Background: an optimization exercise with open tools, aiming at small area, a short achievable clock period and few clock cycles per item. Do not read the settings as production practice. Where RTL was checked, it was by simulation tests only, not by an equivalence proof against the original. Power figures rest on the tool's default switching activity, not on a simulated workload.

==> inputs of build 3 <==
## fp
module fp(out,done,a,b,start,clk,rst);
input wire [9:0]a,b;
input wire start;
input wire clk,rst;
output wire [9:0]out;
output reg done;
wire [8:0] lt_b = ~a[8:0] & b[8:0];
wire [8:0] eq_b = ~(a[8:0] ^ b[8:0]);
wire lt87 = lt_b[8] | (eq_b[8] & lt_b[7]);  wire eq87 = eq_b[8] & eq_b[7];
wire lt65 = lt_b[6] | (eq_b[6] & lt_b[5]);  wire eq65 = eq_b[6] & eq_b[5];
wire lt43 = lt_b[4] | (eq_b[4] & lt_b[3]);  wire eq43 = eq_b[4] & eq_b[3];
wire lt21 = lt_b[2] | (eq_b[2] & lt_b[1]);  wire eq21 = eq_b[2] & eq_b[1];
wire lt85 = lt87 | (eq87 & lt65);           wire eq85 = eq87 & eq65;
wire lt41 = lt43 | (eq43 & lt21);           wire eq41 = eq43 & eq21;
wire lt40 = lt41 | (eq41 & lt_b[0]);        wire eq40 = eq41 & eq_b[0];
wire a_lt_b = lt85 | (eq85 & lt40);
wire a_eq_b = eq85 & eq40;
wire [3:0] ea = a[8:5], eb = b[8:5];
wire [3:0] bo_ab, bo_ba;    
assign bo_ab[0] = 1'b0;
assign bo_ab[1] = ~ea[0] & eb[0];
assign bo_ab[2] = (~ea[1] & eb[1]) | (eq_b[6] & bo_ab[1]);
assign bo_ab[3] = (~ea[2] & eb[2]) | (eq_b[7] & (~ea[1] & eb[1])) | (eq_b[7] & eq_b[6] & bo_ab[1]);
assign bo_ba[0] = 1'b0;
  ...
==> module fp, before the edit <==
module fp(out,done,a,b,start,clk,rst);
input wire [9:0]a,b;
input wire start;
input wire clk,rst;
output wire [9:0]out;
output reg done;
wire [8:0] lt_b = ~a[8:0] & b[8:0];
wire [8:0] eq_b = ~(a[8:0] ^ b[8:0]);
wire lt87 = lt_b[8] | (eq_b[8] & lt_b[7]);  wire eq87 = eq_b[8] & eq_b[7];
wire lt65 = lt_b[6] | (eq_b[6] & lt_b[5]);  wire eq65 = eq_b[6] & eq_b[5];
wire lt43 = lt_b[4] | (eq_b[4] & lt_b[3]);  wire eq43 = eq_b[4] & eq_b[3];
wire lt21 = lt_b[2] | (eq_b[2] & lt_b[1]);  wire eq21 = eq_b[2] & eq_b[1];
wire lt85 = lt87 | (eq87 & lt65);           wire eq85 = eq87 & eq65;
wire lt41 = lt43 | (eq43 & lt21);           wire eq41 = eq43 & eq21;
wire lt40 = lt41 | (eq41 & lt_b[0]);        wire eq40 = eq41 & eq_b[0];
wire a_lt_b = lt85 | (eq85 & lt40);
wire a_eq_b = eq85 & eq40;
wire [3:0] ea = a[8:5], eb = b[8:5];
wire [3:0] bo_ab, bo_ba;    
assign bo_ab[0] = 1'b0;
assign bo_ab[1] = ~ea[0] & eb[0];
assign bo_ab[2] = (~ea[1] & eb[1]) | (eq_b[6] & bo_ab[1]);
assign bo_ab[3] = (~ea[2] & eb[2]) | (eq_b[7] & (~ea[1] & eb[1])) | (eq_b[7] & eq_b[6] & bo_ab[1]);
assign bo_ba[0] = 1'b0;
assign bo_ba[1] = ~eb[0] & ea[0];
assign bo_ba[2] = (~eb[1] & ea[1]) | (eq_b[6] & bo_ba[1]);
assign bo_ba[3] = (~eb[2] & ea[2]) | (eq_b[7] & (~eb[1] & ea[1])) | (eq_b[7] & eq_b[6] & bo_ba[1]);
wire [3:0] dab = ~eq_b[8:5] ^ bo_ab;
wire [3:0] dba = ~eq_b[8:5] ^ bo_ba;
wire [5:0] ma = {1'b1, a[4:0]};
wire [5:0] mb = {1'b1, b[4:0]};
wire sub = a[9] ^ b[9];
wire [5:0] mx = a_lt_b ? mb : ma;
wire [3:0] d = lt85 ? dba : dab;
wire [5:0] my = ((a_lt_b ? ma : mb) >> d) ^ {6{sub}};
wire [9:0] x = a_lt_b ? b : a;
wire [5:0] p = mx ^ my;
wire [5:0] g = mx & my;
wire cin = sub;
wire g10 = g[1] | (p[1] & g[0]);           wire p10 = p[1] & p[0];
wire g32 = g[3] | (p[3] & g[2]);           wire p32 = p[3] & p[2];
wire g54 = g[5] | (p[5] & g[4]);           wire p54 = p[5] & p[4];
wire g0c = g[0] | (p[0] & cin);
wire c0 = cin;
wire c1 = g0c;
wire c2 = g10 | (p10 & cin);
wire c3 = g[2] | (p[2] & c2);
wire g30 = g32 | (p32 & g10);              wire p30 = p32 & p10;
wire c4 = g30 | (p30 & cin);
wire c5 = g[4] | (p[4] & c4);
wire c6 = g54 | (p54 & c4);
reg [6:0] mag;
reg [3:0] r_e;
reg r_s;
always @(posedge clk) begin
  mag <= {c6 & ~sub, p ^ {c5, c4, c3, c2, c1, c0}};
  r_e <= x[8:5];
  r_s <= x[9];
  if (rst) done <= 1'b0;
  else done <= start;
end
wire h6 = mag[6];
wire h5 = ~mag[6] & mag[5];
wire h4 = ~mag[6] & ~mag[5] & mag[4];
wire h3 = ~|mag[6:4] & mag[3];
wire h2 = ~|mag[6:3] & mag[2];
wire h1 = ~|mag[6:2] & mag[1];
wire h0 = ~|mag[6:1];
wire [4:0] m = ({5{h6}} & mag[5:1])
             | ({5{h5}} & mag[4:0])
             | ({5{h4}} & {mag[3:0], 1'b0})
             | ({5{h3}} & {mag[2:0], 2'b0})
             | ({5{h2}} & {mag[1:0], 3'b0})
             | ({5{h1}} & {mag[0], 4'b0});
wire [3:0] ep1 = r_e + 4'd1;
wire [3:0] em1 = r_e - 4'd1;
wire [3:0] em2 = r_e - 4'd2;
wire [3:0] em3 = r_e - 4'd3;
wire [3:0] em4 = r_e - 4'd4;
wire [3:0] em5 = r_e - 4'd5;
wire [3:0] e = ({4{h6}} & ep1) | ({4{h5}} & r_e) | ({4{h4}} & em1)
             | ({4{h3}} & em2) | ({4{h2}} & em3) | ({4{h1}} & em4)
             | ({4{h0}} & em5);
wire zero = ~|mag;
assign out = zero ? 10'd0 : {r_s, e, m};
endmodule
==> flow/config.mk <==
export PLATFORM = sky130hd
export DESIGN_NAME = fp
export DESIGN_NICKNAME = fp
export VERILOG_FILES = /design/flow/design.v
export SDC_FILE = /design/flow/constraint.sdc
export NUM_CORES = 4
export LEC_CHECK = 0
export ABC_AREA = 1
export CAP_MARGIN = 20
export CORE_MARGIN = 2
export CORE_UTILIZATION = 40
export SLEW_MARGIN = 20
export BUFFER_PORTS_ARGS = -buffer_cell sky130_fd_sc_hd__buf_1
export SETUP_SLACK_MARGIN = 4.6
export SETUP_MOVE_SEQUENCE = swap
==> flow/constraint.sdc <==
create_clock -name core_clock -period 8.0 [get_ports {clk}]
set_input_delay 1.6000 -clock core_clock [delete_from_list [all_inputs] [get_ports {clk}]]
set_output_delay 1.6000 -clock core_clock [all_outputs]
set_load 0.01 [all_outputs]
standard.sh (not shown) runs the stock make flow with config.mk's settings and CLKGATE_MAP_FILE= SYNTH_SCRIPT=/design/flow/synth_recipe.tcl, a recipe that flattens the netlist after the stock synthesis.
==> flow/flow/run.sh <==
#!/bin/bash
# The standard layout with two changes, each tool's output in its own log:
#  - synthesis is the standard flow's own script (synth_recipe.tcl) run without ORFS's
#    adder extraction (ADDER_MAP_FILE empty), so ABC maps the whole logic,
#    and, if flow/abc.script exists, with that ABC script in place of
#    ORFS's; registers, flattening and renaming are as in the standard run
#  - flow/extra.mk adds ORFS settings to config.mk (port buffer cell, ...)
# The rest is the standard.sh, unchanged.
set -e
cat flow/extra.mk >> config.mk
{ head -1 synth_recipe.tcl; cat flow/abc_swap.tcl; tail -n +2 synth_recipe.tcl; } > my_synth.tcl
if [ -f flow/abc.script ]; then export FLOW_ABC_SCRIPT=$PWD/flow/abc.script; fi
bash standard.sh ADDER_MAP_FILE= SYNTH_SCRIPT=$PWD/my_synth.tcl synth > synth.log 2>&1
bash standard.sh > standard.log 2>&1
==> flow/flow/abc.script <==
strash
balance
rewrite
refactor
balance
rewrite
rewrite -z
balance
refactor -z
rewrite -z
balance
balance
rewrite
refactor
balance
rewrite
rewrite -z
balance
refactor -z
rewrite -z
balance
dch -f
map -B 0.9
topo
stime -c
buffer -c
upsize -c -D 1900
dnsize -c -D 1900
==> flow/flow/abc_swap.tcl <==
# Map the combinational logic with the ABC script named by FLOW_ABC_SCRIPT
# instead of ORFS's; every other step of the synthesis is unchanged.
if {[info exists ::env(FLOW_ABC_SCRIPT)] && $::env(FLOW_ABC_SCRIPT) ne ""} {
  proc abc {args} {
    set i [lsearch -exact $args -script]
    if {$i >= 0} { set args [lreplace $args [expr {$i + 1}] [expr {$i + 1}] $::env(FLOW_ABC_SCRIPT)] }
    yosys abc {*}$args
  }
}
==> flow/flow/extra.mk <==
export BUFFER_PORTS_ARGS = -buffer_cell sky130_fd_sc_hd__buf_1
export SETUP_SLACK_MARGIN = 4.6
export SETUP_MOVE_SEQUENCE = swap
==> trial 71 (differences from build 3) <==
==> flow/design.v (replaced) <==
module fp(out,done,a,b,start,clk,rst);
input wire [9:0]a,b;
input wire start;
input wire clk,rst;
output wire [9:0]out;
output reg done;
wire a_lt_b = a[8:0] < b[8:0];
wire [9:0] x = a_lt_b ? b : a;
wire [9:0] y = a_lt_b ? a : b;
wire [3:0] dab = a[8:5] - b[8:5];
wire [3:0] dba = b[8:5] - a[8:5];
wire [3:0] d = a_lt_b ? dba : dab;
wire sub = a[9] ^ b[9];
wire [5:0] mx = {1'b1, x[4:0]};
wire [5:0] my = ({1'b1, y[4:0]} >> d) ^ {6{sub}};
reg [5:0] r_p, r_g;
reg [3:0] r_e;
reg r_s, r_sub, r_zero;
always @(posedge clk) begin
  r_p <= mx ^ my;
  r_g <= mx & my;
  r_e <= x[8:5];
  r_s <= x[9];
  r_sub <= sub;
  r_zero <= sub & (a[8:0] == b[8:0]);
  if (rst) done <= 1'b0;
  else done <= start;
end
wire [5:0] g = r_g, p = r_p;
wire cin = r_sub;
wire g10 = g[1] | (p[1] & g[0]);           wire p10 = p[1] & p[0];
wire g32 = g[3] | (p[3] & g[2]);           wire p32 = p[3] & p[2];
wire g54 = g[5] | (p[5] & g[4]);           wire p54 = p[5] & p[4];
wire g0c = g[0] | (p[0] & cin);
wire c0 = cin;
wire c1 = g0c;
wire c2 = g10 | (p10 & cin);
wire c3 = g[2] | (p[2] & c2);
wire g30 = g32 | (p32 & g10);              wire p30 = p32 & p10;
wire c4 = g30 | (p30 & cin);
wire c5 = g[4] | (p[4] & c4);
wire c6 = g54 | (p54 & c4);
wire [6:0] mag = {c6 & ~r_sub, p ^ {c5, c4, c3, c2, c1, c0}};
wire h6 = mag[6];
wire h5 = ~mag[6] & mag[5];
wire h4 = ~mag[6] & ~mag[5] & mag[4];
wire h3 = ~|mag[6:4] & mag[3];
wire h2 = ~|mag[6:3] & mag[2];
wire h1 = ~|mag[6:2] & mag[1];
wire h0 = ~|mag[6:1];
wire [3:0] ep1 = r_e + 4'd1;
wire [3:0] em1 = r_e - 4'd1;
wire [3:0] em2 = r_e - 4'd2;
wire [3:0] em3 = r_e - 4'd3;
wire [3:0] em4 = r_e - 4'd4;
wire [3:0] em5 = r_e - 4'd5;
wire [4:0] m = ({5{h6}} & mag[5:1])
             | ({5{h5}} & mag[4:0])
             | ({5{h4}} & {mag[3:0], 1'b0})
             | ({5{h3}} & {mag[2:0], 2'b0})
             | ({5{h2}} & {mag[1:0], 3'b0})
             | ({5{h1}} & {mag[0], 4'b0});
wire [3:0] e = ({4{h6}} & ep1) | ({4{h5}} & r_e) | ({4{h4}} & em1)
             | ({4{h3}} & em2) | ({4{h2}} & em3) | ({4{h1}} & em4)
             | ({4{h0}} & em5);
assign out = r_zero ? 10'd0 : {r_s, e, m};
endmodule
==> flow/run.sh (new file) <==
#!/bin/bash
# synth_recipe.tcl (not shown) runs the flow's synth.tcl, then flattens the netlist and writes it again
# the make line also repeats each setting of config.mk as NAME=value (left out here)
make -C /OpenROAD-flow-scripts/flow DESIGN_CONFIG=/design/flow/config.mk WORK_HOME=/design/flow/orfs CLKGATE_MAP_FILE= SYNTH_SCRIPT=/design/flow/synth_recipe.tcl finish
Settings changed: ABC_AREA 1 to not set, BUFFER_PORTS_ARGS -buffer_cell sky130_fd_sc_hd__buf_1 to not set, SETUP_MOVE_SEQUENCE swap to not set, SETUP_SLACK_MARGIN 4.6 to not set.
removed: flow/flow/run.sh
removed: flow/flow/abc.script
removed: flow/flow/abc_swap.tcl
removed: flow/flow/extra.mk
removed: flow/standard.sh
==> trial 37 (differences from build 3) <==
--- a/flow/design.v
+++ b/flow/design.v
@@ -34,9 +34,22 @@
 wire [3:0] d = lt85 ? dba : dab;
 wire [5:0] my = ((a_lt_b ? ma : mb) >> d) ^ {6{sub}};
 wire [9:0] x = a_lt_b ? b : a;
-wire [5:0] p = mx ^ my;
-wire [5:0] g = mx & my;
-wire cin = sub;
+reg [5:0] r_p;
+reg [4:0] r_g;    
+reg [3:0] r_e;
+reg r_s, r_sub;
+always @(posedge clk) begin
+  r_p <= mx ^ my;
+  r_g <= mx[4:0] & my[4:0];
+  r_e <= x[8:5];
+  r_s <= x[9];
+  r_sub <= sub;
+  if (rst) done <= 1'b0;
+  else done <= start;
+end
+wire [5:0] p = r_p;
+wire [5:0] g = {~r_p[5], r_g};
+wire cin = r_sub;
 wire g10 = g[1] | (p[1] & g[0]);           wire p10 = p[1] & p[0];
 wire g32 = g[3] | (p[3] & g[2]);           wire p32 = p[3] & p[2];
 wire g54 = g[5] | (p[5] & g[4]);           wire p54 = p[5] & p[4];
@@ -49,16 +62,7 @@
 wire c4 = g30 | (p30 & cin);
 wire c5 = g[4] | (p[4] & c4);
 wire c6 = g54 | (p54 & c4);
-reg [6:0] mag;
-reg [3:0] r_e;
-reg r_s;
-always @(posedge clk) begin
-  mag <= {c6 & ~sub, p ^ {c5, c4, c3, c2, c1, c0}};
-  r_e <= x[8:5];
-  r_s <= x[9];
-  if (rst) done <= 1'b0;
-  else done <= start;
-end
+wire [6:0] mag = {c6 & ~r_sub, p ^ {c5, c4, c3, c2, c1, c0}};
 wire h6 = mag[6];
 wire h5 = ~mag[6] & mag[5];
 wire h4 = ~mag[6] & ~mag[5] & mag[4];
@@ -72,15 +76,9 @@
              | ({5{h3}} & {mag[2:0], 2'b0})
              | ({5{h2}} & {mag[1:0], 3'b0})
              | ({5{h1}} & {mag[0], 4'b0});
-wire [3:0] ep1 = r_e + 4'd1;
-wire [3:0] em1 = r_e - 4'd1;
-wire [3:0] em2 = r_e - 4'd2;
-wire [3:0] em3 = r_e - 4'd3;
-wire [3:0] em4 = r_e - 4'd4;
-wire [3:0] em5 = r_e - 4'd5;
-wire [3:0] e = ({4{h6}} & ep1) | ({4{h5}} & r_e) | ({4{h4}} & em1)
-             | ({4{h3}} & em2) | ({4{h2}} & em3) | ({4{h1}} & em4)
-             | ({4{h0}} & em5);
-wire zero = ~|mag;
+wire [3:0] adj = ({4{h6}} & 4'd1) | ({4{h4}} & 4'hf) | ({4{h3}} & 4'he)
+               | ({4{h2}} & 4'hd) | ({4{h1}} & 4'hc) | ({4{h0}} & 4'hb);
+wire [3:0] e = r_e + adj;
+wire zero = r_sub & (&r_p);
 assign out = zero ? 10'd0 : {r_s, e, m};
 endmodule
==> flow/flow/abc.script (replaced) <==
strash
balance
rewrite
refactor
balance
rewrite
rewrite -z
balance
refactor -z
rewrite -z
balance
dch -f
map -B 0.9
topo
stime -c
buffer -c
upsize -c
dnsize -c
==> flow/flow/extra.mk (replaced) <==
export BUFFER_PORTS_ARGS = -buffer_cell sky130_fd_sc_hd__buf_2
export SETUP_SLACK_MARGIN = 4.2
Settings changed: BUFFER_PORTS_ARGS -buffer_cell sky130_fd_sc_hd__buf_1 to -buffer_cell sky130_fd_sc_hd__buf_2, SETUP_MOVE_SEQUENCE swap to not set, SETUP_SLACK_MARGIN 4.6 to 4.2.
==> qor summary <==
item                                                                            trial 37                  build 3                 trial 71
Cell type contributing the most total cell area after synthesis                  dfxtp_1                  nand2_1                  dfxtp_1
RSZ-0062 raised after global routing                                                true                     true                    false
Fraction of met2 tracks used by global routing                                    28.72%                   34.74%                   33.24%
Overall fraction of global-route tracks in use                                    15.99%                   19.17%                   18.16%
Clock power frac                                                                   12.2%                    13.3%                    12.9%
Share of cell area taken by muxes after synthesis                                0.6378%                  0.6787%                   5.980%
Critical Path End Type                                                    primary output                 register                 register
Required @ worst endpoint                                                        6400 ps                  8130 ps                  8140 ps
Plain + repair buffers                                                                42                       33                       34
Clock-net power                                                                  69.5 uW                  55.5 uW                  97.0 uW
Post-DP Area                                                                    1976 um2                 1827 um2                 2431 um2
Status                                                           complete, no violations  complete, no violations  complete, no violations
Combinational fraction of design power                                             65.5%                    61.7%                    68.3%
Sink count of the clock tree                                                          18                       13                       20
Sequential power                                                                  127 uW                   104 uW                   141 uW
Design internal power                                                           306.3 uW                 211.0 uW                 432.4 uW
Storage cell area                                                              372.9 um2                260.3 um2                400.4 um2
Number of DRC markers in iteration 0                                                  60                       96                       64
Testbench counts of build 3, summed over its fixed seeds: cycles 24,000, items 24,000.
Testbench counts of trial 37, summed over its fixed seeds: cycles 24,000, items 24,000.
Only the layout flow was run in trial 71; the RTL was not checked for function there.

-- what the ideal ports hide --
How much do the figures lean on ideal ports? The routed layouts below were timed once more, with nothing changed but the port constraints. Step 1: set_driving_cell puts a clkbuf_16 on clk and a buf_2 on each other input, an assumption about the parent block. Step 2 also shifts input and output timing later by t, the mid clock arrival at the registers, as if the neighbouring blocks saw the same clock. a / b / c = no drivers / after step 1 / after step 2; a / b = the first two.
run	t (ns)	slack for setup (ns)	worst setup path after step 2
build 3	0.258	4.279 / 4.283 / 4.025	input to register
trial 71	0.273	2.974 / 2.976 / 2.703	input to register
trial 37	0.264	4.217 / 4.196 / 4.460	register to output
After both steps every run listed still meets setup and hold. The setup slack of trial 71, which loses most, moves by +0.002 ns with the drivers and by -0.271 ns with both steps.
